This design comes from an exercise in tuning for small area on the open sky130 flow, not from production work. No run shown here included a check of the RTL's function; only the layout flow was run. Power is estimated from default activity; no workload was simulated.

==> design/flow/design.v <==
module ALU (
    input Clk,
    input Reset,
    input [7:0] operand_A, operand_B,
    input [3:0] Sel,
    output [7:0] Out,
    output [3:0] Flag);
    reg [7:0] Result;
    reg [3:0] FlagCpy;
    wire [7:0] nResult;
    wire [3:0] nFlag;
    assign Out = Result;
    assign Flag = FlagCpy;
    wire [7:0] A = operand_A;
    wire [7:0] B = operand_B;
    wire s_add = (Sel == 4'h0);
    wire s_sub = (Sel == 4'h1);
    wire s_mul = (Sel == 4'h2);
    wire s_div = (Sel == 4'h3);
    wire s_shl = (Sel == 4'h4);
    wire s_shr = (Sel == 4'h5);
    wire s_lgc = (Sel >= 4'h6) && (Sel <= 4'hB);
    wire s_quo = s_div || s_shr;             
    wire sub = s_sub || s_quo;               
    wire b_lo = ~|B[7:3];                    
    wire [7:0] Y = s_shr ? (8'h01 << B[2:0]) : B;
    wire [7:0] Yx = Y ^ {8{sub}};            
    wire [7:0] Yn = ~Yx;
    wire [7:0] hz, qz;
    assign hz[0] = 1'b1;
    assign qz[0] = s_quo;
    genvar g, k;
    generate
        for (g = 1; g < 8; g = g + 1) begin : g_hz
            assign hz[g] = ~|B[7:8-g];
            assign qz[g] = (s_div && hz[g]) || (s_shr && B[2:0] < 8 - g);
        end
    endgenerate
    wire [7:0] xs = (s_mul || (s_shr && !b_lo)) ? 8'h00 : A;
    wire subn = ~sub;
    wire [7:0] xn0;                  
    wire [7:0] X0;                   
    wire [7:0] q;                    
    wire [7:0] co;                   
    wire [7:0] pr0, gr0;             
    generate
        for (g = 7; g >= 0; g = g - 1) begin : g_row
            wire [8-g:0] c;
            wire [7-g:0] xi, xo;
            wire e;                  
            localparam COT = ((8 - g) % 2 == 0 || g == 7);
            localparam ET = (g == 0 || !COT);
            assign c[0] = sub;
            for (k = 0; k <= 7 - g; k = k + 1) begin : g_bit
                wire p, q2;
                if (k == 0) begin : g_k0
                    assign xi[0] = xs[g];
                    ALU_pgo u_pg (.x(xi[0]), .y(Yx[0]), .pn(p), .gn(q2));
                    ALU_co  u_c  (.pn(p), .gn(q2), .cn(subn), .c(c[1]));
                    if (g == 0) begin : g_r0
                        assign pr0[0] = ~p;
                        assign gr0[0] = ~q2;
                        ALU_sel0_r u_s (.x(xi[0]), .t(Y[0]), .e(e), .xo(xo[0]));
                    end else if (ET) begin : g_st
                        ALU_sel0_t u_s (.x(xi[0]), .t(Y[0]), .e(e), .xon(xo[0]));
                    end else begin : g_sn
                        ALU_sel0_n u_s (.x(xi[0]), .t(Y[0]), .e(e), .xon(xo[0]));
                    end
                end else if (k == 1) begin : g_k1
                    assign xi[1] = xn0[g+1];
                    ALU_pgo u_pre (.x(Yx[1]), .y(c[1]), .pn(p), .gn(q2));
                    ALU_co  u_c   (.pn(p), .gn(q2), .cn(xi[1]), .c(c[2]));
                    if (g == 0) begin : g_r0
                        ALU_sel1_r u_s (.xn(xi[1]), .y(Yx[1]), .c(c[1]), .e(e), .xo(xo[1]));
                        ALU_pge u_pg (.xn(~A[1]), .yn(Yn[1]), .p(pr0[1]), .g(gr0[1]));
                    end else if (ET) begin : g_st
                        ALU_sel1_t u_s (.xn(xi[1]), .y(Yx[1]), .c(c[1]), .e(e), .xon(xo[1]));
                    end else begin : g_sn
                        ALU_sel1_n u_s (.xn(xi[1]), .y(Yx[1]), .c(c[1]), .e(e), .xon(xo[1]));
                    end
                end else if (k % 2 == 0) begin : g_ke
                    assign xi[k] = g_row[g+1].xo[k-1];
                    ALU_pge u_pg (.xn(xi[k]), .yn(Yn[k]), .p(p), .g(q2));
                    ALU_ce  u_c  (.p(p), .g(q2), .c(c[k]), .cn(c[k+1]));
                    if (g == 0) begin : g_r0
                        assign pr0[k] = p;
                        assign gr0[k] = q2;
                    end
                    if (ET) begin : g_st
                        ALU_selE_t u_s (.xn(xi[k]), .yn(Yn[k]), .c(c[k]), .e(e), .xo(xo[k]));
                    end else begin : g_sn
                        ALU_selE_n u_s (.xn(xi[k]), .yn(Yn[k]), .c(c[k]), .e(e), .xo(xo[k]));
                    end
                end else begin : g_ko
                    assign xi[k] = g_row[g+1].xo[k-1];
                    ALU_pgo u_pg (.x(xi[k]), .y(Yx[k]), .pn(p), .gn(q2));
                    ALU_co  u_c  (.pn(p), .gn(q2), .cn(c[k]), .c(c[k+1]));
                    if (g == 0) begin : g_r0
                        assign pr0[k] = ~p;
                        assign gr0[k] = ~q2;
                        ALU_selO_r u_s (.x(xi[k]), .y(Yx[k]), .cn(c[k]), .e(e), .xo(xo[k]));
                    end else if (ET) begin : g_st
                        ALU_selO_t u_s (.x(xi[k]), .y(Yx[k]), .cn(c[k]), .e(e), .xon(xo[k]));
                    end else begin : g_sn
                        ALU_selO_n u_s (.x(xi[k]), .y(Yx[k]), .cn(c[k]), .e(e), .xon(xo[k]));
                    end
                end
            end
            if (COT) begin : g_co_t
                assign co[g] = c[8-g];
            end else begin : g_co_n
                assign co[g] = ~c[8-g];
            end
            if (g == 0) begin : g_last
                assign e = ~s_mul | A[0];
                assign q[0] = co[0];
                assign X0 = xo;
            end else begin : g_mid
                assign xn0[g] = xo[0];
                if (ET) begin : g_en_t
                    ALU_en_t u_en (.s_mul(s_mul), .a(A[g]), .qzn(~qz[g]), .con(c[8-g]), .en(e));
                    assign q[g] = e;
                end else begin : g_en_n
                    ALU_en_n u_en (.s_mul(s_mul), .a(A[g]), .qz(qz[g]), .co(c[8-g]), .en_n(e));
                    assign q[g] = ~e;
                end
            end
        end
    endgenerate
    assign xn0[0] = ~X0[0];
    wire mul_ovf_e = |(A[7:1] & (co[7:1] | ~hz[7:1]));
    wire m0 = s_mul && A[0];         
    wire r0 = (Result == 8'h00);
    wire a0 = (A == 8'h00);
    wire b0 = (B == 8'h00);
    wire big = (B > 8);
    wire f5 = big || (B == 8 && A == 1) || (B == 7 && (A == 2 || A == 3)) ||
              (B == 6 && (A <= 7 && A >= 4)) || (B == 5 && (A <= 15 && A >= 8)) ||
              (B == 4 && (A <= 31 && A >= 16));
    wire nq = ~|q[7:1];
    wire k1 = s_add || m0;                   
    wire k0 = s_sub || (s_div && nq);        
    wire hl;                                 
    ALU_mux u_hl (.s(co[0]), .a1(k1), .a0(k0), .y(hl));
    wire hold_e = (s_mul && mul_ovf_e) || (s_shl && (!a0 || big));
    wire sX = (s_add || s_sub || s_mul) && !hold_e;  
    wire sQ = s_quo && !hold_e;                      
    reg T0, T1, T3;
    always @(*)
    begin
        case (Sel)
            4'h6: {T0, T1, T3} = 3'b001;      
            4'h7: {T0, T1, T3} = 3'b011;      
            4'h8: {T0, T1, T3} = 3'b010;      
            4'h9: {T0, T1, T3} = 3'b101;      
            4'hA: {T0, T1, T3} = 3'b110;      
            4'hB: {T0, T1, T3} = 3'b100;      
            default: {T0, T1, T3} = 3'b000;
        endcase
    end
    wire [7:0] lg;
    generate
        for (k = 0; k < 8; k = k + 1) begin : g_res
            ALU_lgb u_l (.p(pr0[k]), .g(gr0[k]), .T0(T0), .T1(T1), .T3(T3), .y(lg[k]));
            ALU_res u_r (.r(Result[k]), .x(X0[k]), .q(q[k]), .l(lg[k]),
                         .hold(hold_e), .sx(sX), .sq(sQ), .hl(hl),
                         .y(nResult[k]));
        end
    endgenerate
    wire z_e = (s_mul && (a0 || b0 || (mul_ovf_e && r0))) ||
               (s_shl && (r0 || (a0 && !big))) ||
               (s_lgc && lg == 8'h00);
    wire f0_e = FlagCpy[0] || z_e;
    wire f1_e = FlagCpy[1] || (s_shl && (!a0 || big));
    wire f2_e = FlagCpy[2] || (s_mul && mul_ovf_e);
    wire f3_e = FlagCpy[3] || (s_shr && f5);
    ALU_late2 u_f0 (.e(f0_e), .k1(m0 && r0), .k0(nq && ((s_div && r0) || s_shr)),
                    .co0(co[0]), .y(nFlag[0]));
    ALU_late  u_f1 (.e(f1_e), .k(s_add), .co0(co[0]), .y(nFlag[1]));
    ALU_late  u_f2 (.e(f2_e), .k(m0), .co0(co[0]), .y(nFlag[2]));
    ALU_late2 u_f3 (.e(f3_e), .k1(1'b0), .k0(k0), .co0(co[0]), .y(nFlag[3]));
    always @(posedge Clk, posedge Reset)
    begin
        if(Reset) begin
            Result <= 8'h00;
            FlagCpy <= 4'b0000;
        end else begin
            Result <= nResult;
            FlagCpy <= nFlag;
        end
    end
endmodule
module ALU_pge (input xn, yn, output p, g);
    assign p = ~(xn & yn);
    assign g = ~(xn | yn);
endmodule
module ALU_pgo (input x, y, output pn, gn);
    assign pn = ~(x | y);
    assign gn = ~(x & y);
endmodule
module ALU_ce (input p, g, c, output cn);
    assign cn = ~(g | (p & c));
endmodule
module ALU_co (input pn, gn, cn, output c);
    assign c = ~(gn & (pn | cn));
endmodule
module ALU_en_t (input s_mul, a, qzn, con, output en);
    assign en = (s_mul & a) | (~qzn & ~con);
endmodule
module ALU_en_n (input s_mul, a, qz, co, output en_n);
    assign en_n = ~((s_mul & a) | (qz & co));
endmodule
module ALU_sel0_t (input x, t, e, output xon);
    assign xon = ~(x ^ (e & t));
endmodule
module ALU_sel0_n (input x, t, e, output xon);
    assign xon = ~(x ^ (~e & t));
endmodule
module ALU_sel0_r (input x, t, e, output xo);
    assign xo = x ^ (e & t);
endmodule
module ALU_sel1_t (input xn, y, c, e, output xon);
    assign xon = xn ^ (e & (y ^ c));
endmodule
module ALU_sel1_n (input xn, y, c, e, output xon);
    assign xon = xn ^ (~e & (y ^ c));
endmodule
module ALU_sel1_r (input xn, y, c, e, output xo);
    assign xo = ~xn ^ (e & (y ^ c));
endmodule
module ALU_selE_t (input xn, yn, c, e, output xo);
    assign xo = ~xn ^ (e & ~(yn ^ c));
endmodule
module ALU_selE_n (input xn, yn, c, e, output xo);
    assign xo = ~xn ^ (~e & ~(yn ^ c));
endmodule
module ALU_selO_t (input x, y, cn, e, output xon);
    assign xon = ~(x ^ (e & ~(y ^ cn)));
endmodule
module ALU_selO_n (input x, y, cn, e, output xon);
    assign xon = ~(x ^ (~e & ~(y ^ cn)));
endmodule
module ALU_selO_r (input x, y, cn, e, output xo);
    assign xo = x ^ (e & ~(y ^ cn));
endmodule
module ALU_lgb (input p, g, T0, T1, T3, output y);
    assign y = g ? T3 : (p ? T1 : T0);
endmodule
module ALU_res (input r, x, q, l, hold, sx, sq, hl, output y);
    assign y = hl ? r : ((hold & r) | (sx & x) | (sq & q) | l);
endmodule
module ALU_mux (input s, a1, a0, output y);
    assign y = s ? a1 : a0;
endmodule
module ALU_late (input e, k, co0, output y);
    assign y = e | (k & co0);
endmodule
module ALU_late2 (input e, k1, k0, co0, output y);
    assign y = e | (co0 ? k1 : k0);
endmodule
==> design/flow/flow/run.sh <==
#!/bin/bash
set -euo pipefail
export POST_SYNTH_TCL="$(pwd)/flow/downsize.tcl"
export BUFFER_PORTS_ARGS="-buffer_cell sky130_fd_sc_hd__buf_1"
export RECOVER_POWER=100
SETUP_SLACK_MARGIN=0.5 bash standard.sh cts > standard_to_cts.log 2>&1
SKIP_INCREMENTAL_REPAIR=1 bash standard.sh > standard.log 2>&1
==> design/flow/flow/downsize.tcl <==
# POST_SYNTH hook: set every combinational cell of the synthesized netlist to
# the smallest-area drive strength of the same cell (the same name up to the
# _N drive suffix), so that ABC's drive choices, made without placement or
# real loads, do not stay in the layout. The flow's own repair_design and
# repair_timing then upsize only the cells that timing, slew or load need.
set ::ds_dont_use {}
if {[info exists ::env(DONT_USE_CELLS)]} { set ::ds_dont_use $::env(DONT_USE_CELLS) }
proc ds_dont_use {name} {
  foreach pat $::ds_dont_use { if {[string match $pat $name]} { return 1 } }
  return 0
}
set db [ord::get_db]
# smallest master for each base name: lowest area, then highest drive number
array set best {}
foreach lib [$db getLibs] {
  foreach m [$lib getMasters] {
    set n [$m getName]
    if {![regexp {^(sky130_fd_sc_hd__[a-z0-9]+(?:_[a-z0-9]+)*?)_([0-9]+)$} $n -> base drv]} { continue }
    if {[ds_dont_use $n]} { continue }
    set a [expr {[$m getWidth] * [$m getHeight]}]
    if {![info exists best($base)]} {
      set best($base) [list $a $drv $m]
    } else {
      lassign $best($base) ba bd bm
      if {$a < $ba || ($a == $ba && $drv > $bd)} { set best($base) [list $a $drv $m] }
    }
  }
}
set block [ord::get_db_block]
set swapped 0
foreach inst [$block getInsts] {
  set m [$inst getMaster]
  set n [$m getName]
  # registers keep the cell synthesis gave them
  if {[string match "sky130_fd_sc_hd__df*" $n] || [string match "sky130_fd_sc_hd__dl*" $n] || [string match "sky130_fd_sc_hd__sdf*" $n] || [string match "sky130_fd_sc_hd__edf*" $n]} { continue }
  if {![regexp {^(sky130_fd_sc_hd__[a-z0-9]+(?:_[a-z0-9]+)*?)_([0-9]+)$} $n -> base drv]} { continue }
  if {![info exists best($base)]} { continue }
  set bm [lindex $best($base) 2]
  if {[$bm getName] ne $n} {
    puts "downsize [$inst getName] $n -> [$bm getName]"
    $inst swapMaster $bm
    incr swapped
  }
}
puts "downsize: $swapped cells set to their smallest drive strength"
==> design/flow/standard.sh <==
#!/bin/bash
# synth_recipe.tcl (not shown) runs the flow's synth.tcl, then flattens the netlist and writes it again
# the make line also repeats each setting of config.mk as NAME=value (left out here)
make -C /OpenROAD-flow-scripts/flow DESIGN_CONFIG=/design/flow/config.mk WORK_HOME=/design/flow/orfs CLKGATE_MAP_FILE= SYNTH_SCRIPT=/design/flow/synth_recipe.tcl "${@:-finish}"
==> design/flow/config.mk <==
export PLATFORM = sky130hd
export DESIGN_NAME = ALU
export DESIGN_NICKNAME = ALU
export VERILOG_FILES = /design/flow/design.v
export SDC_FILE = /design/flow/constraint.sdc
export NUM_CORES = 4
export LEC_CHECK = 0
export ABC_AREA = 0
export CAP_MARGIN = 20
export CORE_MARGIN = 2
export CORE_UTILIZATION = 45
export CTS_BUF_LIST = sky130_fd_sc_hd__clkbuf_4
export CTS_CLUSTER_SIZE = 20
export GPL_TIMING_DRIVEN = 0
export SLEW_MARGIN = 20
export SYNTH_HIERARCHICAL = 1
export SYNTH_MINIMUM_KEEP_SIZE = 0
==> design/flow/constraint.sdc <==
create_clock -name core_clock -period 13.5 [get_ports {Clk}]
set_input_delay 2.7000 -clock core_clock [delete_from_list [all_inputs] [get_ports {Clk}]]
set_output_delay 2.7000 -clock core_clock [all_outputs]
set_load 0.01 [all_outputs]
==> results of run 1 <==
[power breakdown]
group | internal, W | leakage, nW | switching [W]
Clock | 0.0000107 | 0.0154 | 0.0000120
Sequential | 0.0000436 | 0.137 | 0.00000544
Combinational | 0.0000850 | 1.16 | 0.000127
Total | 0.000139 | 1.31 | 0.000145
[worst reg2reg max path, cell delays in order (launching register included)]
cell	delay [ps]
dfrtp_1	400
nor4_1	310
nand2_1	180
o31ai_1	220
a211oi_1	100
o211ai_1	100
a211o_1	130
[worst max path at each step]
| stage | to | cells past startpoint |
|---|---|---|
| after floorplan | Result[0]$_DFF_PP0_ | 60 |
| after global placement | Result[3]$_DFF_PP0_ | 60 |
| after detailed placement | Result[2]$_DFF_PP0_ | 59 |
| after CTS | Result[3]$_DFF_PP0_ | 61 |
| after global routing | Result[7]$_DFF_PP0_ | 57 |
| final | Result[7]$_DFF_PP0_ | 62 |
[sequential cells by signal, summed over array words and instances, names as in the netlist]
name / cells
Result: 8
FlagCpy: 4
[layer usage]
layer,GRT usage,vias up,part of all wire
met1,0.353,1545,0.44
met2,0.506,96,0.49
li1,-,1656,-
met5,0,-,0
met3,0.0207,21,0.044
met4,0.0918,0,0.029
[through the flow]
| step | setup TNS [ps] | worst slack [ps] | total power, W | instance area [um2] |
|---|---|---|---|---|
| 6_report | 0 | 280 | 0.000284 | 3490 |
| 3_5_place_dp | -23870 | -2160 | 0.000236 | 3120 |
| 3_3_place_gp | -23100 | -2070 | 0.000231 | 3090 |
| 2_1_floorplan | 0 | 506 | 0.000195 | 2880 |
| 4_1_cts | 0 | 514 | 0.000282 | 3490 |
| 5_1_grt | -6360 | -644 | 0.000313 | 3490 |
[layout make-up]
cell class / count / area, um2
Buffer: 9 / 37.5
Clock buffer: 3 / 22.5
Clock inverter: 1 / 3.75
Fill cell: 606 / 2470
Inverter: 21 / 78.8
Multi-Input combinational cell: 404 / 2670
Sequential cell: 12 / 300
Tap cell: 75 / 93.8
Timing Repair Buffer: 52 / 278
==> results.yml, run 1 <==
synth:
  syn_inst: 446
  synth_fp_nets: 468
  yosysWarnings: 7
  postSynthAreaPerCell_um2: 6.22
  netlist_area_mm2: 0.00277
outcome:
  status: "timing/DRC/antenna clean"
floorplan:
  core_region_area_mm2: 0.00596
  die_h_um: 82.5
  ios: 34
  fp.dieW_um: 82.5
  die_area_mm2: 0.00681
  num_rows: 28
  initial_core_util: 0.466
flow_run:
  cap_violations: 0
setup_path:
  cp.arrival_ps: 13380
  crit_type: "input port to flop"
  worstRegToRegCells: 6
  timing.rr.end: "FlagCpy[0]$_DFF_PP0_"
  crit_slowest_cell: "or4_1"
  start_kind: "input port"
  crit_path_frequent_cell: "a21oi_2"
  path_max_fanout: 9
  critPathRequiredTime_ps: 13660
  crit_path_end_kind: "flop"
  rrSetupSlack_ps: 12020
  worst-path-buf-inv: 3
  cpLargestDelayFamily: "compound AO/OA/AOI/OAI gates"
  cp-startpoint: "operand_B[6]"
  r2r-start: "Result[5]$_DFF_PP0_"
  slowest_delay_ps: 480
cells_and_area:
  antenna_cells: 0
  synthToLayoutAreaGrowth_pct: 25.7
  drive_above_1_share: 0.177
  finish.net_count: 525
  utilization: 0.585
  finalNonFillerCells: 577
  final_cell_mix: "nand2_1, nor2_1, o21ai_1, xnor2_1, buf_1"
  final_common_cell: "nand2_1"
route:
  wirelength_um: 9010
  avgViaCountPerCell: 5.75
  via_count: 3318
  wl_per_cell_um: 15.6
  drc: 0
  firstDrtPassIters: 5
  drt_iter0_drc: 179
  ant_nets: 0
clocking:
  numCtsBuffers: 3
  postCtsResizedCells: 34
  clock_insertion_delay_worst_skew_ps: 270
  clk_root_buffer_cell: "clkbuf_4"
  clock-sinks: 12
  clockBufferDepth: 2
  cts_setup_buffers: 20
  holdBufCountCts: 0
  path_clk_slew_ps: 80
  htreeDepth: 1
  cts_tree: "done"
grt:
  grt_start_max_net_pins: 22
  grtUsageTotal: 0.281
  overflow: 0
  grt_pass1_wl_um: 14900
  antenna_found_initial: 0
  grt_pass1_vias: 3097
sta:
  slew_headroom: 0.229
  finalWorstPathRequiredPeriod_ps: 13220
  hold_viol: 0
  finalMaxSlewViolations: 0
  min_period_over_period: 0.979
  max_slew.worst_pin.slew_ps: 1150
  setup_viol: 0
  fmax_mhz: 75.6
  whs_ps: 532
  fin_worst_skew_ps: 5.26
placed_design:
  io_buffers: 31
  place_congestion: 0.884
  dp_cells: 553
  hpwl_um: 6640
power:
  ir_drop_uv: 67.4
  powerDensity_mw_per_mm2: 81.4
  power_leakage_nw: 1.31
worst_hold_path:
  hold_path_class: "flop to flop"
  holdPathEnd: "Result[2]$_DFF_PP0_"
  whs_path_depth: 2
  hp-start: "Result[2]$_DFF_PP0_"
==> inputs of run 2 (changes only) <==
--- a/design/flow/design.v
+++ b/design/flow/design.v
@@ -28,5 +28,4 @@
     wire [7:0] Yn = ~Yx;
-    wire [7:0] hz, qz;
+    wire [7:0] hz;
     assign hz[0] = 1'b1;
-    assign qz[0] = s_quo;
     genvar g, k;
@@ -34,6 +33,6 @@
         for (g = 1; g < 8; g = g + 1) begin : g_hz
-            assign hz[g] = ~|B[7:8-g];
-            assign qz[g] = (s_div && hz[g]) || (s_shr && B[2:0] < 8 - g);
-        end
-    endgenerate
+            assign hz[g] = ~|Y[7:8-g];
+        end
+    endgenerate
+    wire [7:0] qz = {8{s_quo}} & hz;         
     wire [7:0] xs = (s_mul || (s_shr && !b_lo)) ? 8'h00 : A;
@@ -44,3 +43,2 @@
     wire [7:0] co;                   
-    wire [7:0] pr0, gr0;             
     generate
@@ -60,4 +58,2 @@
                     if (g == 0) begin : g_r0
-                        assign pr0[0] = ~p;
-                        assign gr0[0] = ~q2;
                         ALU_sel0_r u_s (.x(xi[0]), .t(Y[0]), .e(e), .xo(xo[0]));
@@ -74,3 +70,2 @@
                         ALU_sel1_r u_s (.xn(xi[1]), .y(Yx[1]), .c(c[1]), .e(e), .xo(xo[1]));
-                        ALU_pge u_pg (.xn(~A[1]), .yn(Yn[1]), .p(pr0[1]), .g(gr0[1]));
                     end else if (ET) begin : g_st
@@ -84,6 +79,2 @@
                     ALU_ce  u_c  (.p(p), .g(q2), .c(c[k]), .cn(c[k+1]));
-                    if (g == 0) begin : g_r0
-                        assign pr0[k] = p;
-                        assign gr0[k] = q2;
-                    end
                     if (ET) begin : g_st
@@ -98,4 +89,2 @@
                     if (g == 0) begin : g_r0
-                        assign pr0[k] = ~p;
-                        assign gr0[k] = ~q2;
                         ALU_selO_r u_s (.x(xi[k]), .y(Yx[k]), .cn(c[k]), .e(e), .xo(xo[k]));
@@ -130,4 +119,21 @@
     assign xn0[0] = ~X0[0];
+    wire [8:0] cc;
+    wire [7:0] pa, ga;
+    assign cc[0] = sub;
+    generate
+        for (k = 0; k < 8; k = k + 1) begin : g_cmp
+            if (k % 2 == 0) begin : g_even
+                ALU_pge u_pg (.xn(~A[k]), .yn(Yn[k]), .p(pa[k]), .g(ga[k]));
+                ALU_ce  u_c  (.p(pa[k]), .g(ga[k]), .c(cc[k]), .cn(cc[k+1]));
+            end else begin : g_odd
+                ALU_pgo u_pg (.x(A[k]), .y(Yx[k]), .pn(pa[k]), .gn(ga[k]));
+                ALU_co  u_c  (.pn(pa[k]), .gn(ga[k]), .cn(cc[k]), .c(cc[k+1]));
+            end
+        end
+    endgenerate
+    wire ge = cc[8];
+    wire lt = !ge;
     wire mul_ovf_e = |(A[7:1] & (co[7:1] | ~hz[7:1]));
     wire m0 = s_mul && A[0];         
+    wire mco = m0 && co[0];
     wire r0 = (Result == 8'h00);
@@ -139,8 +145,4 @@
               (B == 4 && (A <= 31 && A >= 16));
-    wire nq = ~|q[7:1];
-    wire k1 = s_add || m0;                   
-    wire k0 = s_sub || (s_div && nq);        
-    wire hl;                                 
-    ALU_mux u_hl (.s(co[0]), .a1(k1), .a0(k0), .y(hl));
-    wire hold_e = (s_mul && mul_ovf_e) || (s_shl && (!a0 || big));
+    wire hold_e = (s_add && ge) || (s_sub && lt) || (s_mul && mul_ovf_e) ||
+                  (s_div && lt) || (s_shl && (!a0 || big));
     wire sX = (s_add || s_sub || s_mul) && !hold_e;  
@@ -163,5 +165,9 @@
         for (k = 0; k < 8; k = k + 1) begin : g_res
-            ALU_lgb u_l (.p(pr0[k]), .g(gr0[k]), .T0(T0), .T1(T1), .T3(T3), .y(lg[k]));
+            if (k % 2 == 0) begin : g_e
+                ALU_lgb u_l (.p(pa[k]), .g(ga[k]), .T0(T0), .T1(T1), .T3(T3), .y(lg[k]));
+            end else begin : g_o
+                ALU_lgbn u_l (.pn(pa[k]), .gn(ga[k]), .T0(T0), .T1(T1), .T3(T3), .y(lg[k]));
+            end
             ALU_res u_r (.r(Result[k]), .x(X0[k]), .q(q[k]), .l(lg[k]),
-                         .hold(hold_e), .sx(sX), .sq(sQ), .hl(hl),
+                         .hold(hold_e), .sx(sX), .sq(sQ), .mco(mco),
                          .y(nResult[k]));
@@ -170,13 +176,12 @@
     wire z_e = (s_mul && (a0 || b0 || (mul_ovf_e && r0))) ||
+               (s_div && lt && r0) ||
                (s_shl && (r0 || (a0 && !big))) ||
+               (s_shr && (!b_lo || lt)) ||
                (s_lgc && lg == 8'h00);
     wire f0_e = FlagCpy[0] || z_e;
-    wire f1_e = FlagCpy[1] || (s_shl && (!a0 || big));
     wire f2_e = FlagCpy[2] || (s_mul && mul_ovf_e);
-    wire f3_e = FlagCpy[3] || (s_shr && f5);
-    ALU_late2 u_f0 (.e(f0_e), .k1(m0 && r0), .k0(nq && ((s_div && r0) || s_shr)),
-                    .co0(co[0]), .y(nFlag[0]));
-    ALU_late  u_f1 (.e(f1_e), .k(s_add), .co0(co[0]), .y(nFlag[1]));
-    ALU_late  u_f2 (.e(f2_e), .k(m0), .co0(co[0]), .y(nFlag[2]));
-    ALU_late2 u_f3 (.e(f3_e), .k1(1'b0), .k0(k0), .co0(co[0]), .y(nFlag[3]));
+    ALU_late u_f0 (.e(f0_e), .k(m0 && r0), .co0(co[0]), .y(nFlag[0]));
+    ALU_late u_f2 (.e(f2_e), .k(m0), .co0(co[0]), .y(nFlag[2]));
+    assign nFlag[1] = FlagCpy[1] || (s_add && ge) || (s_shl && (!a0 || big));
+    assign nFlag[3] = FlagCpy[3] || (s_sub && lt) || (s_div && lt) || (s_shr && f5);
     always @(posedge Clk, posedge Reset)
@@ -248,7 +253,7 @@
 endmodule
-module ALU_res (input r, x, q, l, hold, sx, sq, hl, output y);
-    assign y = hl ? r : ((hold & r) | (sx & x) | (sq & q) | l);
-endmodule
-module ALU_mux (input s, a1, a0, output y);
-    assign y = s ? a1 : a0;
+module ALU_lgbn (input pn, gn, T0, T1, T3, output y);
+    assign y = ~gn ? T3 : (~pn ? T1 : T0);
+endmodule
+module ALU_res (input r, x, q, l, hold, sx, sq, mco, output y);
+    assign y = mco ? r : ((hold & r) | (sx & x) | (sq & q) | l);
 endmodule
@@ -257,4 +262 @@
 endmodule
-module ALU_late2 (input e, k1, k0, co0, output y);
-    assign y = e | (co0 ? k1 : k0);
-endmodule
==> design/flow/flow/run.sh (replaced) <==
#!/bin/bash
set -euo pipefail
export POST_SYNTH_TCL="$(pwd)/flow/downsize.tcl"
export BUFFER_PORTS_ARGS="-buffer_cell sky130_fd_sc_hd__buf_1"
export RECOVER_POWER=100
bash standard.sh > standard.log 2>&1
--- a/design/flow/config.mk
+++ b/design/flow/config.mk
@@ -11,4 +11,2 @@
 export CORE_UTILIZATION = 45
-export CTS_BUF_LIST = sky130_fd_sc_hd__clkbuf_4
-export CTS_CLUSTER_SIZE = 20
 export GPL_TIMING_DRIVEN = 0
==> run 2 against run 1 <==
Effect of this change:
- still clean on timing, DRC and antenna
- flip-flop and latch count is the same
- first-iteration DRC count grew 25%
- synthesized area grew 6.3%
- wire length grew 12%
- clock-buffer cell count grew 1
- final cell count grew 5.9%
- synthesized cell count grew 6.7%
- combinational power shrank 5%
- critical path depth is the same
- setup slack gained 520 ps
- sequential power shrank 6.5%
- sequential share of layout area shrank 0.64 points
- critical endpoint unchanged
- largest cell class unchanged
- largest power group unchanged
==> results.yml, run 2 <==
power:
  ir_drop_uv: 78.9
  internal_power_w: 0.000148
  power_leakage_nw: 1.39
  powerDensity_mw_per_mm2: 75.9
  p_sw_frac: 0.484
  pwr-share-clk: 0.135
  fin_total_pwr_w: 0.000286
  switchingPower_w: 0.000138
  comb_power_share: 0.705
  seqPwrFrac: 0.160
setup_path:
  crit_path_end_kind: "flop"
  crit_path_frequent_cell: "o21ai_2"
  start_kind: "input port"
  cp.arrival_ps: 12810
  crit_type: "input port to flop"
  critPathRequiredTime_ps: 13610
  path_max_fanout: 16
  crit_slowest_cell: "mux2i_1"
  slowest_delay_ps: 350
floorplan:
  initial_core_util: 0.464
  die_area_mm2: 0.00721
  ios: 34
  num_rows: 29
  core_region_area_mm2: 0.00635
  die_h_um: 84.9
  fp.dieW_um: 84.9
sta:
  fmax_mhz: 78.8
  finalMaxSlewViolations: 0
  slew_headroom: 0.293
  max_slew.worst_pin.slew_ps: 1050
  min_period_over_period: 0.940
  fin_worst_skew_ps: 1.44
  setup_viol: 0
  finalWorstPathRequiredPeriod_ps: 12690
  hold_viol: 0
flow_run:
  cap_violations: 0
cells_and_area:
  stdcell_area_mm2: 0.00377
  top_regs: "Result: 8 flops, FlagCpy: 4 flops"
  drive_above_1_share: 0.208
  antenna_cells: 0
  final_common_cell: "nand2_1"
  top_register: "Result"
  regArea_um2: 300
  utilization: 0.593
  largest_reg_flops: 8
  multiInputGateArea_mm2: 0.00289
  fill_cells: 650
  finish.net_count: 557
  final_cell_mix: "nand2_1, nor2_1, o21ai_1, buf_1, xnor2_1"
  synthToLayoutAreaGrowth_pct: 27.8
clocking:
  cts_tree: "done"
  clk_root_buffer_cell: "clkbuf_8"
  numCtsBuffers: 3
  clock_insertion_delay_worst_skew_ps: 240
  path_clk_slew_ps: 50
  htreeDepth: 1
  clock-sinks: 12
  clockBufferDepth: 2
grt:
  grtUsageTotal: 0.271
  grt_pass1_wl_um: 16200
  overflow: 0
  grt_start_max_net_pins: 24
  grt_pass1_vias: 3350
  antenna_found_initial: 0
route:
  wirelength_um: 10000
  wl_per_cell_um: 16.4
  via_count: 3642
  drt_iter0_drc: 223
  avgViaCountPerCell: 5.96
  ant_nets: 0
  drc: 0
  firstDrtPassIters: 5
outcome:
  status: "timing/DRC/antenna clean"
placed_design:
  detailed_place.area_mm2: 0.00324
  io_buffers: 32
  hpwl_um: 7450
  place_congestion: 0.932
synth:
  netlist_area_mm2: 0.00295
  postSynthAreaPerCell_um2: 6.19
  synth_fp_nets: 498
  yosysWarnings: 7
  syn_inst: 476
worst_hold_path:
  hold_path_class: "flop to flop"
run 2: path summary, 6_finish.rpt:
check	start	end	slack, ps	cells past startpoint
worst max-delay path	Sel[0]	Result[7]$_DFF_PP0_	810	62
worst min-delay path	FlagCpy[1]$_DFF_PP0_	FlagCpy[1]$_DFF_PP0_	470	1
worst max register to register	Result[1]$_DFF_PP0_	FlagCpy[0]$_DFF_PP0_	11780	6
worst min register to register	FlagCpy[1]$_DFF_PP0_	FlagCpy[1]$_DFF_PP0_	470	1
max in group asynchronous	Reset	Result[5]$_DFF_PP0_	10780	2
min in group asynchronous	Reset	Result[2]$_DFF_PP0_	2420	2
run 2: worst max-delay path: cells and delay by family:
| family | cells | cell delay (ps) |
|---|---|---|
| AND/OR/NAND/NOR | 11 | 1470 |
| AO/OA/AOI/OAI | 35 | 5750 |
| XOR/XNOR | 9 | 1410 |
| multiplexers | 1 | 350 |
| buffers and inverters | 6 | 1090 |
run 2: metrics by stage:
stage / TNS (ps) / setup WS (ps) / cells / hold slack, ps
2_1_floorplan: 0 / 8.81 / 476 / 507
3_3_place_gp: -29800 / -3080 / 585 / 453
3_5_place_dp: -27330 / -2860 / 588 / 466
4_1_cts: 0 / 11.6 / 605 / 478
5_1_grt: -70.0 / -70.0 / 611 / 503
6_report: 0 / 805 / 611 / 475
run 2: what timing repair did:
item / CTS / global route
gates resized for setup: 36 / 27
hold buffers: 0 / 0
pin swaps: 9 / 9
hold endpoints to repair: 0 / 0
setup buffers: 13 / 9
setup endpoints to repair: 10 / 10
run 2: per-layer routing:
metal,share of wire,global-route usage
met1,0.43,0.361
met5,0,0
met2,0.48,0.475
met3,0.070,0.0233
met4,0.019,0.0635
run 2: cell type report:
| class | count | share of cell area |
|---|---|---|
| Multi-Input combinational cell | 434 | 0.767 |
| Timing Repair Buffer | 57 | 0.0850 |
| Sequential cell | 12 | 0.0797 |
| Tap cell | 77 | 0.0256 |
| Inverter | 16 | 0.0159 |
| Clock buffer | 4 | 0.0146 |
| Buffer | 11 | 0.0120 |
run 2: power by group through the flow:
stage / Clock [W] / Sequential, W / Combinational [W]
detailed placement: 0 / 0.0000466 / 0.000172
global route: 0.0000406 / 0.0000468 / 0.000221
floorplan: 0 / 0.0000486 / 0.000127
finish: 0.0000385 / 0.0000458 / 0.000202
global placement: 0 / 0.0000462 / 0.000166
CTS: 0.0000393 / 0.0000460 / 0.000188
==> inputs of run 3 (changes only) <==
--- a/design/flow/config.mk
+++ b/design/flow/config.mk
@@ -11,3 +11,6 @@
 export CORE_UTILIZATION = 45
+export CTS_BUF_LIST = sky130_fd_sc_hd__clkbuf_4
+export CTS_CLUSTER_SIZE = 20
 export GPL_TIMING_DRIVEN = 0
+export SETUP_SLACK_MARGIN = -0.3
 export SLEW_MARGIN = 20
==> run 3 against run 2 <==
Effect of this change:
- clock power is 47% lower
- critical path depth is 1 lower
- clock skew is 0.71 ps lower
- utilization is 2.0 points lower
- global-route usage is 0.40 points lower
- hold slack worse by 6.7 ps
- critical endpoint unchanged
==> results.yml, run 3 <==
outcome:
  status: "timing/DRC/antenna clean"
synth:
  netlist_area_mm2: 0.00295
  postSynthAreaPerCell_um2: 6.19
  syn_inst: 476
  synth_fp_nets: 498
  yosysWarnings: 7
clocking:
  path_clk_slew_ps: 60
  clock-sinks: 12
  cts_tree: "done"
  htreeDepth: 1
  holdBufCountCts: 0
  clk_root_buffer_cell: "clkbuf_4"
  numCtsBuffers: 3
  clock_insertion_delay_worst_skew_ps: 260
  clockBufferDepth: 2
floorplan:
  ios: 34
  initial_core_util: 0.464
  die_area_mm2: 0.00721
  die_h_um: 84.9
  num_rows: 29
  fp.dieW_um: 84.9
  core_region_area_mm2: 0.00635
sta:
  fin_worst_skew_ps: 0.732
  hold_viol: 0
  max_slew.worst_pin.slew_ps: 1120
  slew_headroom: 0.233
  setup_viol: 0
  finalMaxSlewViolations: 0
  min_period_over_period: 0.973
  finalWorstPathRequiredPeriod_ps: 13140
  fmax_mhz: 76.1
route:
  ant_nets: 0
  avgViaCountPerCell: 5.92
  via_count: 3558
  wl_per_cell_um: 16.2
  firstDrtPassIters: 5
  wl_met3_um: 507
  drc: 0
  wl_met2_um: 4720
  wirelength_um: 9730
  topRoutingLayerUsed: "met4"
  wl_met1_um: 4440
  drt_iter0_drc: 299
cells_and_area:
  finish.net_count: 548
  final_common_cell: "nand2_1"
  top_register: "Result"
  final_cell_mix: "nand2_1, nor2_1, o21ai_1, buf_1, xnor2_1"
  utilization: 0.573
  top_regs: "Result: 8 flops, FlagCpy: 4 flops"
  drive_above_1_share: 0.172
  antenna_cells: 0
  largest_reg_flops: 8
  synthToLayoutAreaGrowth_pct: 23.5
grt:
  grt_pass1_wl_um: 15900
  overflow: 0
  grt_start_max_net_pins: 24
  grt_pass1_vias: 3269
  grtUsageTotal: 0.267
  antenna_found_initial: 0
power:
  fin_total_pwr_w: 0.000263
  p_sw_frac: 0.508
  ir_drop_uv: 64.9
  comb_power_share: 0.749
  internal_power_w: 0.000129
  switchingPower_w: 0.000133
  pwr-share-clk: 0.077
  seqPwrFrac: 0.174
  power_leakage_nw: 1.31
  powerDensity_mw_per_mm2: 72.2
setup_path:
  path_max_fanout: 18
  crit_path_frequent_cell: "o21ai_2"
  cp.arrival_ps: 13280
  worst-path-buf-inv: 3
  crit_path_end_kind: "flop"
  cpLargestDelayFamily: "compound AO/OA/AOI/OAI gates"
  slowest_delay_ps: 640
  critPathRequiredTime_ps: 13650
  crit_type: "input port to flop"
  crit_slowest_cell: "clkbuf_1"
  start_kind: "input port"
placed_design:
  hpwl_um: 7430
  io_buffers: 32
  place_congestion: 0.963
flow_run:
  cap_violations: 0
worst_hold_path:
  hold_path_class: "flop to flop"
-- run 3: final timing paths --
| check | slack (ps) | start | to | cells after the start |
|---|---|---|---|---|
| max | 360 | Sel[2] | Result[7]$_DFF_PP0_ | 61 |
| min | 470 | FlagCpy[1]$_DFF_PP0_ | FlagCpy[1]$_DFF_PP0_ | 1 |
| max reg2reg | 11810 | Result[1]$_DFF_PP0_ | FlagCpy[0]$_DFF_PP0_ | 6 |
| min reg2reg | 470 | FlagCpy[1]$_DFF_PP0_ | FlagCpy[1]$_DFF_PP0_ | 1 |
| max in group asynchronous | 10800 | Reset | FlagCpy[1]$_DFF_PP0_ | 2 |
| min in group asynchronous | 2400 | Reset | Result[2]$_DFF_PP0_ | 2 |
-- run 3: area by class of cell --
type,instances,area (um2)
fill,634,2710
inverter,16,60.1
tap,77,96.3
timing repair buffer,46,236
sequential,12,300
buffer,13,51.3
multi-input combinational,434,2870
clock buffer,3,22.5
-- run 3: through the flow --
stage | cell area [um2] | setup WS (ps) | hold slack (ps) | TNS, ps | cells
after global placement | 3170 | -2970 | 451 | -28670 | 585
after floorplan | 2950 | -58.1 | 507 | -465 | 476
after global routing | 3640 | -414 | 496 | -2670 | 601
final | 3640 | 363 | 468 | 0 | 601
after detailed placement | 3240 | -2800 | 457 | -26830 | 588
after CTS | 3470 | -286 | 472 | -1580 | 597
-- run 3: power by group through the flow --
stage                     Clock (W)  Combinational (W)  Sequential [W]
after detailed placement          0           0.000171       0.0000465
after global routing      0.0000227           0.000218       0.0000464
final                     0.0000204           0.000197       0.0000457
after global placement            0           0.000165       0.0000462
after floorplan                   0           0.000127       0.0000486
after CTS                 0.0000217           0.000182       0.0000458
-- run 3: repair_timing --
action	in CTS	in global routing
resized for setup	29	28
setup buffers	7	4
gates cloned	0	0
pin swaps	8	6
endpoints found under the setup margin	10	10
-- run 3: per-layer routing --
layer / GRT usage / up-vias
met4: 0.0577 / 0
met1: 0.375 / 1668
met3: 0.0107 / 6
li1: - / 1772
met2: 0.456 / 112
met5: 0 / -
==> inputs of run 4 (changes only) <==
--- a/design/flow/design.v
+++ b/design/flow/design.v
@@ -15,26 +15,40 @@
     wire [7:0] B = operand_B;
-    wire s_add = (Sel == 4'h0);
-    wire s_sub = (Sel == 4'h1);
-    wire s_mul = (Sel == 4'h2);
-    wire s_div = (Sel == 4'h3);
-    wire s_shl = (Sel == 4'h4);
-    wire s_shr = (Sel == 4'h5);
-    wire s_lgc = (Sel >= 4'h6) && (Sel <= 4'hB);
-    wire s_quo = s_div || s_shr;             
-    wire sub = s_sub || s_quo;               
-    wire b_lo = ~|B[7:3];                    
-    wire [7:0] Y = s_shr ? (8'h01 << B[2:0]) : B;
-    wire [7:0] Yx = Y ^ {8{sub}};            
-    wire [7:0] Yn = ~Yx;
+    wire s_add, s_sub, s_mul, s_div, s_shl, s_shr, s_lgc, s_quo, sub, subn;
+    wire T0, T1, T3;
+    ALU_dec u_dec (.Sel(Sel), .s_add(s_add), .s_sub(s_sub), .s_mul(s_mul),
+                   .s_div(s_div), .s_shl(s_shl), .s_shr(s_shr), .s_lgc(s_lgc),
+                   .s_quo(s_quo), .sub(sub), .subn(subn), .T0(T0), .T1(T1), .T3(T3));
+    wire [7:0] dec, Yi, Yx, Yn;
+    ALU_dec3 u_d3 (.b(B[2:0]), .d(dec));
+    genvar g, k;
+    generate
+        for (k = 0; k < 8; k = k + 1) begin : g_y
+            ALU_ymux u_m (.b(B[k]), .d(dec[k]), .s(s_shr), .yn(Yi[k]));
+            if (k % 2 == 0) begin : g_e
+                ALU_xor u_x (.a(Yi[k]), .b(sub), .y(Yn[k]));
+                assign Yx[k] = ~Yn[k];
+            end else begin : g_o
+                ALU_xnor u_x (.a(Yi[k]), .b(sub), .y(Yx[k]));
+                assign Yn[k] = ~Yx[k];
+            end
+        end
+    endgenerate
+    wire [7:0] Y = ~Yi;
     wire [7:0] hz;
     assign hz[0] = 1'b1;
-    genvar g, k;
     generate
         for (g = 1; g < 8; g = g + 1) begin : g_hz
-            assign hz[g] = ~|Y[7:8-g];
+            assign hz[g] = &Yi[7:8-g];
+        end
+    endgenerate
+    wire b_lo;                               
+    ALU_nor5 u_blo (.a(B[7:3]), .y(b_lo));
+    wire kill;
+    ALU_kill u_kl (.s_mul(s_mul), .s_shr(s_shr), .b_lo(b_lo), .kill(kill));
+    wire [7:0] xs;
+    generate
+        for (k = 0; k < 8; k = k + 1) begin : g_xs
+            ALU_andn u_x (.a(A[k]), .b(kill), .y(xs[k]));
         end
     endgenerate
-    wire [7:0] qz = {8{s_quo}} & hz;         
-    wire [7:0] xs = (s_mul || (s_shr && !b_lo)) ? 8'h00 : A;
-    wire subn = ~sub;
     wire [7:0] xn0;                  
@@ -109,6 +123,6 @@
                 if (ET) begin : g_en_t
-                    ALU_en_t u_en (.s_mul(s_mul), .a(A[g]), .qzn(~qz[g]), .con(c[8-g]), .en(e));
+                    ALU_en_t u_en (.s_mul(s_mul), .a(A[g]), .s_quo(s_quo), .hz(hz[g]), .con(c[8-g]), .en(e));
                     assign q[g] = e;
                 end else begin : g_en_n
-                    ALU_en_n u_en (.s_mul(s_mul), .a(A[g]), .qz(qz[g]), .co(c[8-g]), .en_n(e));
+                    ALU_en_n u_en (.s_mul(s_mul), .a(A[g]), .s_quo(s_quo), .hz(hz[g]), .co(c[8-g]), .en_n(e));
                     assign q[g] = ~e;
@@ -133,31 +147,26 @@
     endgenerate
-    wire ge = cc[8];
-    wire lt = !ge;
-    wire mul_ovf_e = |(A[7:1] & (co[7:1] | ~hz[7:1]));
-    wire m0 = s_mul && A[0];         
-    wire mco = m0 && co[0];
-    wire r0 = (Result == 8'h00);
-    wire a0 = (A == 8'h00);
-    wire b0 = (B == 8'h00);
-    wire big = (B > 8);
-    wire f5 = big || (B == 8 && A == 1) || (B == 7 && (A == 2 || A == 3)) ||
-              (B == 6 && (A <= 7 && A >= 4)) || (B == 5 && (A <= 15 && A >= 8)) ||
-              (B == 4 && (A <= 31 && A >= 16));
-    wire hold_e = (s_add && ge) || (s_sub && lt) || (s_mul && mul_ovf_e) ||
-                  (s_div && lt) || (s_shl && (!a0 || big));
-    wire sX = (s_add || s_sub || s_mul) && !hold_e;  
-    wire sQ = s_quo && !hold_e;                      
-    reg T0, T1, T3;
-    always @(*)
-    begin
-        case (Sel)
-            4'h6: {T0, T1, T3} = 3'b001;      
-            4'h7: {T0, T1, T3} = 3'b011;      
-            4'h8: {T0, T1, T3} = 3'b010;      
-            4'h9: {T0, T1, T3} = 3'b101;      
-            4'hA: {T0, T1, T3} = 3'b110;      
-            4'hB: {T0, T1, T3} = 3'b100;      
-            default: {T0, T1, T3} = 3'b000;
-        endcase
-    end
+    wire [7:1] ovn;                  
+    generate
+        for (g = 1; g < 8; g = g + 1) begin : g_ov
+            if ((8 - g) % 2 == 0 || g == 7) begin : g_t
+                ALU_ovn u_o (.a(A[g]), .co(g_row[g].c[8-g]), .hz(hz[g]), .ovn(ovn[g]));
+            end else begin : g_n
+                ALU_ovn_n u_o (.a(A[g]), .con(g_row[g].c[8-g]), .hz(hz[g]), .ovn(ovn[g]));
+            end
+        end
+    endgenerate
+    wire mul_ovf_e;
+    ALU_nand7 u_ov (.a(ovn), .y(mul_ovf_e));
+    wire r0, a0, b0, big, f5;
+    ALU_zero8 u_r0 (.a(Result), .z(r0));
+    ALU_zero8 u_a0 (.a(A), .z(a0));
+    ALU_zero8 u_b0 (.a(B), .z(b0));
+    ALU_big u_big (.b(B), .b_lo(b_lo), .big(big));
+    ALU_f5 u_f5 (.a(A), .b(B[2:0]), .b_lo(b_lo), .big(big), .f5(f5));
+    wire hold_e, sX, sQ, m0, mco;
+    ALU_hold u_hold (.s_add(s_add), .s_sub(s_sub), .s_mul(s_mul), .s_div(s_div),
+                     .s_shl(s_shl), .s_quo(s_quo), .ge(cc[8]), .mul_ovf_e(mul_ovf_e),
+                     .a0(a0), .big(big), .hold(hold_e), .sx(sX), .sq(sQ));
+    ALU_and u_m0 (.a(s_mul), .b(A[0]), .y(m0));
+    ALU_and u_mco (.a(m0), .b(co[0]), .y(mco));
     wire [7:0] lg;
@@ -175,13 +184,13 @@
     endgenerate
-    wire z_e = (s_mul && (a0 || b0 || (mul_ovf_e && r0))) ||
-               (s_div && lt && r0) ||
-               (s_shl && (r0 || (a0 && !big))) ||
-               (s_shr && (!b_lo || lt)) ||
-               (s_lgc && lg == 8'h00);
-    wire f0_e = FlagCpy[0] || z_e;
-    wire f2_e = FlagCpy[2] || (s_mul && mul_ovf_e);
-    ALU_late u_f0 (.e(f0_e), .k(m0 && r0), .co0(co[0]), .y(nFlag[0]));
+    wire lz;                         
+    ALU_zero8 u_lz (.a(lg), .z(lz));
+    wire f0_e, f2_e, k0;
+    ALU_flags u_fl (.s_add(s_add), .s_sub(s_sub), .s_mul(s_mul), .s_div(s_div),
+                    .s_shl(s_shl), .s_shr(s_shr), .s_lgc(s_lgc), .ge(cc[8]),
+                    .mul_ovf_e(mul_ovf_e), .r0(r0), .a0(a0), .b0(b0), .big(big),
+                    .b_lo(b_lo), .f5(f5), .lz(lz), .F(FlagCpy),
+                    .f0_e(f0_e), .f1(nFlag[1]), .f2_e(f2_e), .f3(nFlag[3]));
+    ALU_and u_k0 (.a(m0), .b(r0), .y(k0));
+    ALU_late u_f0 (.e(f0_e), .k(k0), .co0(co[0]), .y(nFlag[0]));
     ALU_late u_f2 (.e(f2_e), .k(m0), .co0(co[0]), .y(nFlag[2]));
-    assign nFlag[1] = FlagCpy[1] || (s_add && ge) || (s_shl && (!a0 || big));
-    assign nFlag[3] = FlagCpy[3] || (s_sub && lt) || (s_div && lt) || (s_shr && f5);
     always @(posedge Clk, posedge Reset)
@@ -211,7 +220,7 @@
 endmodule
-module ALU_en_t (input s_mul, a, qzn, con, output en);
-    assign en = (s_mul & a) | (~qzn & ~con);
+module ALU_en_t (input s_mul, a, s_quo, hz, con, output en);
+    assign en = (s_mul & a) | (s_quo & hz & ~con);
 endmodule
-module ALU_en_n (input s_mul, a, qz, co, output en_n);
-    assign en_n = ~((s_mul & a) | (qz & co));
+module ALU_en_n (input s_mul, a, s_quo, hz, co, output en_n);
+    assign en_n = ~((s_mul & a) | (s_quo & hz & co));
 endmodule
@@ -262 +271,104 @@
 endmodule
+module ALU_dec (input [3:0] Sel, output s_add, s_sub, s_mul, s_div, s_shl,
+                s_shr, s_lgc, s_quo, sub, subn, output reg T0, T1, T3);
+    assign s_add = (Sel == 4'h0);
+    assign s_sub = (Sel == 4'h1);
+    assign s_mul = (Sel == 4'h2);
+    assign s_div = (Sel == 4'h3);
+    assign s_shl = (Sel == 4'h4);
+    assign s_shr = (Sel == 4'h5);
+    assign s_lgc = (Sel >= 4'h6) && (Sel <= 4'hB);
+    assign s_quo = s_div || s_shr;
+    assign sub = s_sub || s_quo;
+    assign subn = ~sub;
+    always @(*)
+    begin
+        case (Sel)
+            4'h6: {T0, T1, T3} = 3'b001;      
+            4'h7: {T0, T1, T3} = 3'b011;      
+            4'h8: {T0, T1, T3} = 3'b010;      
+            4'h9: {T0, T1, T3} = 3'b101;      
+            4'hA: {T0, T1, T3} = 3'b110;      
+            4'hB: {T0, T1, T3} = 3'b100;      
+            default: {T0, T1, T3} = 3'b000;
+        endcase
+    end
+endmodule
+module ALU_dec3 (input [2:0] b, output [7:0] d);
+    assign d = 8'h01 << b;
+endmodule
+module ALU_ymux (input b, d, s, output yn);
+    assign yn = ~(s ? d : b);
+endmodule
+module ALU_xor (input a, b, output y);
+    assign y = a ^ b;
+endmodule
+module ALU_xnor (input a, b, output y);
+    assign y = ~(a ^ b);
+endmodule
+module ALU_and (input a, b, output y);
+    assign y = a & b;
+endmodule
+module ALU_andn (input a, b, output y);
+    assign y = a & ~b;
+endmodule
+module ALU_nor5 (input [4:0] a, output y);
+    assign y = ~|a;
+endmodule
+module ALU_kill (input s_mul, s_shr, b_lo, output kill);
+    assign kill = s_mul | (s_shr & ~b_lo);
+endmodule
+module ALU_ovn (input a, co, hz, output ovn);
+    assign ovn = ~(a & (co | ~hz));
+endmodule
+module ALU_ovn_n (input a, con, hz, output ovn);
+    assign ovn = ~(a & (~con | ~hz));
+endmodule
+module ALU_nand7 (input [7:1] a, output y);
+    assign y = ~&a;
+endmodule
+module ALU_zero8 (input [7:0] a, output z);
+    assign z = ~|a;
+endmodule
+module ALU_big (input [7:0] b, input b_lo, output big);
+    assign big = ~b_lo & (b[7:4] != 4'h0 || b[2:0] != 3'h0);
+endmodule
+module ALU_f5 (input [7:0] a, input [2:0] b, input b_lo, big, output f5);
+    wire z5 = ~|a[7:5];
+    wire l4 = a[4];
+    wire l3 = ~a[4] & a[3];
+    wire l2 = ~a[4] & ~a[3] & a[2];
+    wire l1 = ~a[4] & ~a[3] & ~a[2] & a[1];
+    wire l0 = ~a[4] & ~a[3] & ~a[2] & ~a[1] & a[0];
+    reg lb;
+    always @(*)
+    begin
+        case (b[1:0])
+            2'd0: lb = l4;
+            2'd1: lb = l3;
+            2'd2: lb = l2;
+            default: lb = l1;
+        endcase
+    end
+    assign f5 = b_lo ? (b[2] & z5 & lb) : (big | (z5 & l0));
+endmodule
+module ALU_hold (input s_add, s_sub, s_mul, s_div, s_shl, s_quo, ge, mul_ovf_e,
+                 a0, big, output hold, sx, sq);
+    assign hold = (s_add & ge) | ((s_sub | s_div) & ~ge) | (s_mul & mul_ovf_e) |
+                  (s_shl & (~a0 | big));
+    assign sx = (s_add | s_sub | s_mul) & ~hold;
+    assign sq = s_quo & ~hold;
+endmodule
+module ALU_flags (input s_add, s_sub, s_mul, s_div, s_shl, s_shr, s_lgc, ge,
+                  mul_ovf_e, r0, a0, b0, big, b_lo, f5, lz, input [3:0] F,
+                  output f0_e, f1, f2_e, f3);
+    wire z = (s_mul & (a0 | b0 | (mul_ovf_e & r0))) |
+             (s_div & ~ge & r0) |
+             (s_shl & (r0 | (a0 & ~big))) |
+             (s_shr & (~b_lo | ~ge)) |
+             (s_lgc & lz);
+    assign f0_e = F[0] | z;
+    assign f1 = F[1] | (s_add & ge) | (s_shl & (~a0 | big));
+    assign f2_e = F[2] | (s_mul & mul_ovf_e);
+    assign f3 = F[3] | ((s_sub | s_div) & ~ge) | (s_shr & f5);
+endmodule
==> run 4 against run 3 <==
Effect of this change:
- sequential power increased by 0.9%
- highest routed layer unchanged
- largest power group unchanged
- clock power increased by 9.8%
- die area decreased by 3.3%
==> results.yml, run 4 <==
outcome:
  status: "timing/DRC/antenna clean"
worst_hold_path:
  whs_path_depth: 2
  hold_path_class: "flop to flop"
flow_run:
  cap_violations: 0
clocking:
  clk_root_buffer_cell: "clkbuf_4"
  clockBufferDepth: 2
  clock-sinks: 12
  path_clk_slew_ps: 70
  cts_tree: "done"
  htreeDepth: 1
  holdBufCountCts: 0
  clock_insertion_delay_worst_skew_ps: 270
  numCtsBuffers: 3
cells_and_area:
  stdcell_area_mm2: 0.00360
  synthToLayoutAreaGrowth_pct: 26.5
  finalNonFillerCells: 581
  multiInputGateArea_mm2: 0.00280
  antenna_cells: 0
  largest_reg_flops: 8
  fill_cells: 606
  top_register: "Result"
  finish.net_count: 529
  regArea_um2: 300
  final_cell_mix: "nand2_1, nor2_1, o21ai_1, xnor2_1, buf_1"
  drive_above_1_share: 0.217
  top_regs: "Result: 8 flops, FlagCpy: 4 flops"
  final_common_cell: "nand2_1"
synth:
  postSynthAreaPerCell_um2: 6.31
  synth_fp_nets: 473
  syn_inst: 451
  netlist_area_mm2: 0.00285
  yosysWarnings: 9
floorplan:
  die_area_mm2: 0.00698
  initial_core_util: 0.472
  core_region_area_mm2: 0.00603
  num_rows: 28
  fp.dieW_um: 83.5
  ios: 34
  die_h_um: 83.5
sta:
  fmax_mhz: 76.7
  min_period_over_period: 0.966
  max_slew.worst_pin.slew_ps: 865
  hold_viol: 0
  finalMaxSlewViolations: 0
  fin_worst_skew_ps: 1.63
  setup_viol: 0
  slew_headroom: 0.423
  finalWorstPathRequiredPeriod_ps: 13040
route:
  avgViaCountPerCell: 5.76
  drc: 0
  via_count: 3348
  wl_per_cell_um: 15.4
  drt_iter0_drc: 238
  wirelength_um: 8940
  firstDrtPassIters: 4
  ant_nets: 0
placed_design:
  detailed_place.area_mm2: 0.00314
  dp_cells: 561
  place_congestion: 0.872
  io_buffers: 30
  hpwl_um: 6550
grt:
  grt_start_max_net_pins: 17
  grt-busiest-layer: "met2"
  use_met3: 0.0168
  grt_pass1_wl_um: 14500
  use_met1: 0.334
  overflow: 0
  grtUsageTotal: 0.248
  grt_pass1_vias: 3036
  antenna_found_initial: 0
  met2_usage: 0.437
setup_path:
  path_depth: 60
  worst-path-buf-inv: 4
  crit_path_end_kind: "flop"
  cp.arrival_ps: 13230
  critPathRequiredTime_ps: 13690
  path_max_fanout: 16
  cpLargestDelayFamily: "compound AO/OA/AOI/OAI gates"
  crit_slowest_cell: "and2_4"
  start_kind: "input port"
  crit_type: "input port to flop"
  worstRegToRegCells: 5
  slowest_delay_ps: 310
  crit_path_frequent_cell: "o21ai_2"
power:
  ir_drop_uv: 65.5
  fin_total_pwr_w: 0.000257
  powerDensity_mw_per_mm2: 71.2
  power_leakage_nw: 1.39
## run 4: final timing paths
check / from / slack, ps / endpoint
max in group asynchronous: Reset / 10810 / Result[2]$_DFF_PP0_
min in group asynchronous: Reset / 2390 / FlagCpy[0]$_DFF_PP0_
worst max-delay path: Sel[3] / 460 / Result[2]$_DFF_PP0_
worst min register to register: FlagCpy[3]$_DFF_PP0_ / 490 / FlagCpy[3]$_DFF_PP0_
worst max register to register: Result[7]$_DFF_PP0_ / 12010 / FlagCpy[0]$_DFF_PP0_
worst min-delay path: FlagCpy[3]$_DFF_PP0_ / 490 / FlagCpy[3]$_DFF_PP0_
## run 4: worst reg2reg max path: stages, from the launching register on
cell and delay [ps]:
dfrtp_1 390, or4_1 530, nor2_1 180, a31oi_1 60, o211ai_1 180, a21o_1 100
## run 4: layout make-up
class / instances / share of cell area
clock buffers: 3 / 0.00625
well taps: 75 / 0.0261
multi-input cells: 415 / 0.778
flip-flops and latches: 12 / 0.0834
clock inverters: 1 / 0.00104
inverters: 21 / 0.0226
plain buffers: 3 / 0.00382
repair buffers: 51 / 0.0792
## run 4: report_power, final
group          internal (W)  switching, W
clock             0.0000107     0.0000117
combinational     0.0000757      0.000112
sequential        0.0000421    0.00000392
## run 4: routing by layer
layer | vias to the layer above | part of all wire
met4 | 0 | 0.020
met5 | - | 0
li1 | 1677 | -
met1 | 1558 | 0.43
met2 | 99 | 0.48
met3 | 14 | 0.063
## run 4: timing repair
action | CTS | global route
hold endpoints to repair | 0 | 0
pin swaps | 5 | 3
gates resized for setup | 21 | 43
endpoints found under the setup margin | 10 | 10
cloned | 0 | 0
setup buffers | 8 | 8
## run 4: metrics by stage
step	TNS, ps	utilization	worst slack [ps]	hold WS (ps)
floorplan	-2170	-	-283	513
global placement	-34490	0.507	-3550	464
detailed placement	-27460	0.521	-2870	468
CTS	-1660	0.551	-280	491
global route	-2800	0.598	-387	516
finish	0	0.598	459	491

-- port drivers added, routing unchanged --
No port has a modelled driver above. Below, the same layouts with a new extraction and two added sets of constraints.
Step 1 (the two cells are an assumption about what drives the block):
set clk [get_ports {Clk}]
set_driving_cell -lib_cell sky130_fd_sc_hd__clkbuf_16 $clk
set_driving_cell -lib_cell sky130_fd_sc_hd__buf_2 [delete_from_list [all_inputs] $clk]
Step 2 moves the port delays by t, midway between the first and last clock arrival at a register: inputs arrive t later, outputs are due t later. That takes back most of the time a late clock gives input paths.
Slacks: ideal ports / drivers / drivers and shift; pairs: ideal ports / drivers.
| run | shift t [ns] | slack for setup (ns) | worst hold slack (ns) | worst setup path after step 2 | pins driven straight from the clock port |
|---|---|---|---|---|---|
| run 1 | 0.290 | 0.280 / 0.281 / -0.009 | 0.532 / 0.532 / 0.532 | input to register | 1 |
| run 2 | 0.259 | 0.805 / 0.802 / 0.543 | 0.475 / 0.475 / 0.475 | input to register | 1 |
| run 3 | 0.279 | 0.363 / 0.361 / 0.082 | 0.468 / 0.468 / 0.468 | input to register | 1 |
| run 4 | 0.288 | 0.459 / 0.457 / 0.169 | 0.491 / 0.491 / 0.491 | input to register | 1 |
Met with ideal ports but missed after step 2: setup timing in run 1. For run 4, which loses most, drivers alone change the setup slack by -0.002 ns; drivers and shift together by -0.290 ns.
